This is an optimization exercise on Yosys and OpenROAD, whose aim is small area, a short achievable clock period and few clock cycles per item, not a production implementation. In this exercise RTL edits were held to simulation tests only and were not proved equivalent to the original. Power figures rest on the tool's default switching activity, not on a simulated workload.

==> module PROCESSOR, before the edit <==
module PROCESSOR (
    iClk, nRst, iRDY,
    oMemAddr, oMemData,
    iMemData,
    oMemWrite, oMemRead
);
input wire iClk, nRst, iRDY;
output wire [31:0] oMemAddr, oMemData;
input wire  [31:0] iMemData;
output wire        oMemWrite, oMemRead;
wire [4:0]  fA   = iMemData[31:27];
wire [4:0]  fB   = iMemData[26:22];
wire [10:0] fOpx = iMemData[16:6];
wire [5:0]  fOp  = iMemData[5:0];
wire f_addi = (fOp == 6'h04);
wire f_ldw  = (fOp == 6'h17);
wire f_stw  = (fOp == 6'h15);
wire f_br   = (fOp == 6'h06);
wire f_beq  = (fOp == 6'h26);
wire f_blt  = (fOp == 6'h16);
wire f_call = (fOp == 6'h00);
wire f_rt   = (fOp == 6'h3A);
wire f_add  = f_rt && (fOpx == 11'h620);
wire f_sub  = f_rt && (fOpx == 11'h720);
wire f_ret  = f_rt && (fOpx == 11'h0A0);
wire f_wr   = f_addi || f_add || f_sub || f_call;
wire [4:0] f_dest = f_rt ? iMemData[21:17] : f_call ? 5'd31 : fB;
reg [31:0] eA, eB;       
reg [31:0] eY;           
reg [25:0] eI;           
reg [31:0] ePF;          
reg e_wr, e_call, e_ret, e_br, e_beq, e_blt, e_ldw, e_stw, e_rt, e_sub;
reg e_done;              
reg [4:0] e_dest;        
wire [31:0] e_imm   = {{16{eI[15]}}, eI[15:0]};
wire [31:0] e_imm26 = {6'd0, eI};
wire [31:0] sum;
ALU alu(.iSub(e_sub), .iRegA(eA), .iRegB(eY), .oRegC(sum));
wire [31:0] e_res = e_call ? ePF : sum;
wire [3:0] e_eq, e_lt;
FEQ32 ceq(.iA(eA), .iB(e_imm), .oEQ(e_eq));
FLT32 clt(.iA(eA), .iB(eB), .oLT(e_lt));
wire [31:0] tgt;
FADD32 atg(.iA(ePF), .iB(e_imm), .oS(tgt));
wire mem = (e_ldw || e_stw) && !e_done;    
wire sc = !mem && e_call;
genvar gq, gb;
generate
    for (gq = 0; gq < 4; gq = gq + 1) begin : nf
        wire st, sp;
        G_AO221 ust(.a1(e_blt), .a2(e_lt[gq]), .b1(e_beq), .b2(e_eq[gq]), .c1(e_br), .y(st));
        G_NOR3  usp(.a(st), .b(mem), .c(e_call), .y(sp));
        for (gb = 8*gq; gb < 8*gq + 8; gb = gb + 1) begin : b
            wire y1, y2;
            AOI222 uo(.a1(mem), .a2(sum[gb]), .b1(st), .b2(tgt[gb]), .c1(sp), .c2(ePF[gb]), .y(y1));
            if (gb < 26) begin : i26
                G_NAND2 ui(.a(sc), .b(eI[gb]), .y(y2));
                G_NAND2 uc(.a(y1), .b(y2), .y(oMemAddr[gb]));
            end else begin : n26
                G_INV uc(.a(y1), .y(oMemAddr[gb]));
            end
        end
    end
endgenerate
wire [31:0] ra, rb;
registers regs(
    .iClk(iClk), .nRst(nRst),
    .iWrite(iRDY && (mem ? e_ldw : e_wr)), .iAddrW(e_dest), .iDataW(mem ? iMemData : e_res),
    .iBypV(e_wr), .iBypAddr(e_dest), .iBypData(e_res),
    .iAddrA(fA), .iAddrB(fB),
    .oRegA(ra), .oRegB(rb)
);
wire [31:0] pf_nx = e_call ? e_imm26 :
                    e_ret  ? eA :
                    oMemAddr + 32'd4;     
wire fetch = iRDY && !mem;    
always @(posedge iClk) begin
    if (fetch) begin
        eA    <= ra;
        eB    <= rb;
        eY    <= f_rt ? (rb ^ {32{f_sub}}) : {{16{iMemData[21]}}, iMemData[21:6]};
        ePF   <= pf_nx;
        e_ret <= f_ret;
        e_br  <= f_br;
        e_beq <= f_beq;
        e_blt <= f_blt;
        e_rt  <= f_rt;
        e_sub <= f_sub;
        e_dest <= f_dest;
    end
end
always @(posedge iClk or negedge nRst) begin
    if (!nRst) begin
        eI     <= 26'd0;
        e_call <= 1'b1;
        e_wr   <= 1'b0;
        e_ldw  <= 1'b0;
        e_stw  <= 1'b0;
        e_done <= 1'b0;
    end else if (iRDY) begin
        if (mem) begin
            e_done <= 1'b1;
        end else begin
            eI     <= iMemData[31:6];
            e_call <= f_call;
            e_wr   <= f_wr;
            e_ldw  <= f_ldw;
            e_stw  <= f_stw;
            e_done <= 1'b0;
        end
    end
end
assign oMemRead  = !(mem && e_stw);
assign oMemWrite = mem && e_stw;
assign oMemData  = eB;
endmodule
==> flow/config.mk <==
export PLATFORM = sky130hd
export DESIGN_NAME = PROCESSOR
export DESIGN_NICKNAME = PROCESSOR
export VERILOG_FILES = /design/flow/design.v
export SDC_FILE = /design/flow/constraint.sdc
export NUM_CORES = 4
export LEC_CHECK = 0
export CAP_MARGIN = 20
export CORE_MARGIN = 2
export CORE_UTILIZATION = 30
export CTS_CLUSTER_DIAMETER = 80
export CTS_CLUSTER_SIZE = 25
export SETUP_SLACK_MARGIN = 5
export SLEW_MARGIN = 20
export SYNTH_HIERARCHICAL = 1
export SYNTH_MINIMUM_KEEP_SIZE = 0
export TNS_END_PERCENT = 20
==> flow/constraint.sdc <==
create_clock -name core_clock -period 10.0 [get_ports {iClk}]
set_input_delay 2.0000 -clock core_clock [delete_from_list [all_inputs] [get_ports {iClk}]]
set_output_delay 2.0000 -clock core_clock [all_outputs]
set_load 0.01 [all_outputs]
run.sh (not shown) runs the stock make flow with config.mk's settings and CLKGATE_MAP_FILE= SYNTH_SCRIPT=/design/flow/synth_recipe.tcl, a recipe that flattens the netlist after the stock synthesis.
Testbench counts at the start, summed over its fixed seeds: cycles 72,000, txns 72,000.
Next try:
--- a/flow/design.v
+++ b/flow/design.v
@@ -118,6 +118,8 @@
 module G_NOR2B(a, b, y);  input wire a, b; output wire y; assign y = ~(a | ~b); endmodule
 module G_NOR3(a, b, c, y);  input wire a, b, c; output wire y; assign y = ~(a | b | c); endmodule
 module G_AO221(a1, a2, b1, b2, c1, y); input wire a1, a2, b1, b2, c1; output wire y; assign y = (a1 & a2) | (b1 & b2) | c1; endmodule
+module G_NAND3(a, b, c, y); input wire a, b, c; output wire y; assign y = ~(a & b & c); endmodule
+module G_AOI221(a1, a2, b1, b2, c1, y); input wire a1, a2, b1, b2, c1; output wire y; assign y = ~((a1 & a2) | (b1 & b2) | c1); endmodule
 module G_NAND4(a, b, c, d, y); input wire a, b, c, d; output wire y; assign y = ~(a & b & c & d); endmodule
 module FADD32C(iA, iB, iCI, oS);
 input  wire [31:0] iA, iB;
@@ -1134,10 +1136,11 @@
 reg [31:0] eY;           
 reg [25:0] eI;           
 reg [31:0] ePF;          
-reg e_wr, e_call, e_ret, e_br, e_beq, e_blt, e_ldw, e_stw, e_rt, e_sub;
+reg        eS;           
+reg e_wr, e_call, e_ret, e_br, e_beq, e_blt, e_ldw, e_stw, e_sub;
 reg e_done;              
 reg [4:0] e_dest;        
-wire [31:0] e_imm   = {{16{eI[15]}}, eI[15:0]};
+wire [31:0] e_imm   = {{16{eS}}, eI[15:0]};    
 wire [31:0] e_imm26 = {6'd0, eI};
 wire [31:0] sum;
 ALU alu(.iSub(e_sub), .iRegA(eA), .iRegB(eY), .oRegC(sum));
@@ -1149,20 +1152,23 @@
 FADD32 atg(.iA(ePF), .iB(e_imm), .oS(tgt));
 wire mem = (e_ldw || e_stw) && !e_done;    
 wire sc = !mem && e_call;
+wire nmc = e_br || mem || e_call;    
 genvar gq, gb;
 generate
     for (gq = 0; gq < 4; gq = gq + 1) begin : nf
         wire st, sp;
         G_AO221 ust(.a1(e_blt), .a2(e_lt[gq]), .b1(e_beq), .b2(e_eq[gq]), .c1(e_br), .y(st));
-        G_NOR3  usp(.a(st), .b(mem), .c(e_call), .y(sp));
+        G_AOI221 usp(.a1(e_blt), .a2(e_lt[gq]), .b1(e_beq), .b2(e_eq[gq]), .c1(nmc), .y(sp));
         for (gb = 8*gq; gb < 8*gq + 8; gb = gb + 1) begin : b
-            wire y1, y2;
-            AOI222 uo(.a1(mem), .a2(sum[gb]), .b1(st), .b2(tgt[gb]), .c1(sp), .c2(ePF[gb]), .y(y1));
+            wire ys, yt, yp, yi;
+            G_NAND2 us(.a(mem), .b(sum[gb]), .y(ys));
+            G_NAND2 ut(.a(st), .b(tgt[gb]), .y(yt));
+            G_NAND2 up(.a(sp), .b(ePF[gb]), .y(yp));
             if (gb < 26) begin : i26
-                G_NAND2 ui(.a(sc), .b(eI[gb]), .y(y2));
-                G_NAND2 uc(.a(y1), .b(y2), .y(oMemAddr[gb]));
+                G_NAND2 ui(.a(sc), .b(eI[gb]), .y(yi));
+                G_NAND4 uc(.a(ys), .b(yt), .c(yp), .d(yi), .y(oMemAddr[gb]));
             end else begin : n26
-                G_INV uc(.a(y1), .y(oMemAddr[gb]));
+                G_NAND3 uc(.a(ys), .b(yt), .c(yp), .y(oMemAddr[gb]));
             end
         end
     end
@@ -1179,17 +1185,22 @@
                     e_ret  ? eA :
                     oMemAddr + 32'd4;     
 wire fetch = iRDY && !mem;    
+wire [128:0] eq_q = {eS, eA, eB, eY, ePF};
+wire [128:0] eq_n = {iMemData[21], ra, rb, f_rt ? (rb ^ {32{f_sub}}) : {{16{iMemData[21]}}, iMemData[21:6]}, pf_nx};
+wire [128:0] eq_d;
+wire nfetch = !fetch;
+genvar ge;
+generate
+    for (ge = 0; ge < 129; ge = ge + 1) begin : ed
+        AO22 u(.a1(fetch), .a2(eq_n[ge]), .b1(nfetch), .b2(eq_q[ge]), .x(eq_d[ge]));
+    end
+endgenerate
+always @(posedge iClk) begin
+    {eS, eA, eB, eY, ePF} <= eq_d;
+end
 always @(posedge iClk) begin
     if (fetch) begin
-        eA    <= ra;
-        eB    <= rb;
-        eY    <= f_rt ? (rb ^ {32{f_sub}}) : {{16{iMemData[21]}}, iMemData[21:6]};
-        ePF   <= pf_nx;
         e_ret <= f_ret;
-        e_br  <= f_br;
-        e_beq <= f_beq;
-        e_blt <= f_blt;
-        e_rt  <= f_rt;
         e_sub <= f_sub;
         e_dest <= f_dest;
     end
@@ -1198,6 +1209,9 @@
     if (!nRst) begin
         eI     <= 26'd0;
         e_call <= 1'b1;
+        e_br   <= 1'b0;
+        e_beq  <= 1'b0;
+        e_blt  <= 1'b0;
         e_wr   <= 1'b0;
         e_ldw  <= 1'b0;
         e_stw  <= 1'b0;
@@ -1208,6 +1222,9 @@
         end else begin
             eI     <= iMemData[31:6];
             e_call <= f_call;
+            e_br   <= f_br;
+            e_beq  <= f_beq;
+            e_blt  <= f_blt;
             e_wr   <= f_wr;
             e_ldw  <= f_ldw;
             e_stw  <= f_stw;
What happened:
- final area grows slightly
- global-route usage grows by 2.2 points
- via count grows by a few percent
- routed wire length grows by a little under a tenth
- die area stays flat
- sequential power shrinks by a few percent
Testbench counts after the change, summed over its fixed seeds: cycles 72,000, txns 72,000.

[static timing again, ports no longer ideal]
How much do the figures lean on ideal ports? The routed layouts below were timed once more, with nothing changed but the port constraints. Step 1, drivers: a clkbuf_16 drives iClk and a buf_2 each remaining input, both assumed. Step 2 times the ports against the registers' clock, not the clock port: input delays grow and output delays shrink by t, the midpoint of the rising clock arrivals with the driver on. Slacks: ideal / step 1 / step 2; pairs: ideal / step 1.
| run | t (ns) | setup WS [ns] | worst setup path after step 2 | clock arrival spread, ns | pins driven straight from the clock port |
|---|---|---|---|---|---|
| the first run | 0.826 | 4.312 / 4.236 / 3.571 | input to register | 0.052 / 0.051 | 1 |
| the second run | 0.843 | 4.649 / 4.637 / 3.873 | input to register | 0.052 / 0.051 | 1 |
After both steps setup and hold are still met in every run listed. For the second run, which loses most, drivers alone change the setup slack by -0.012 ns; drivers and shift together by -0.776 ns.
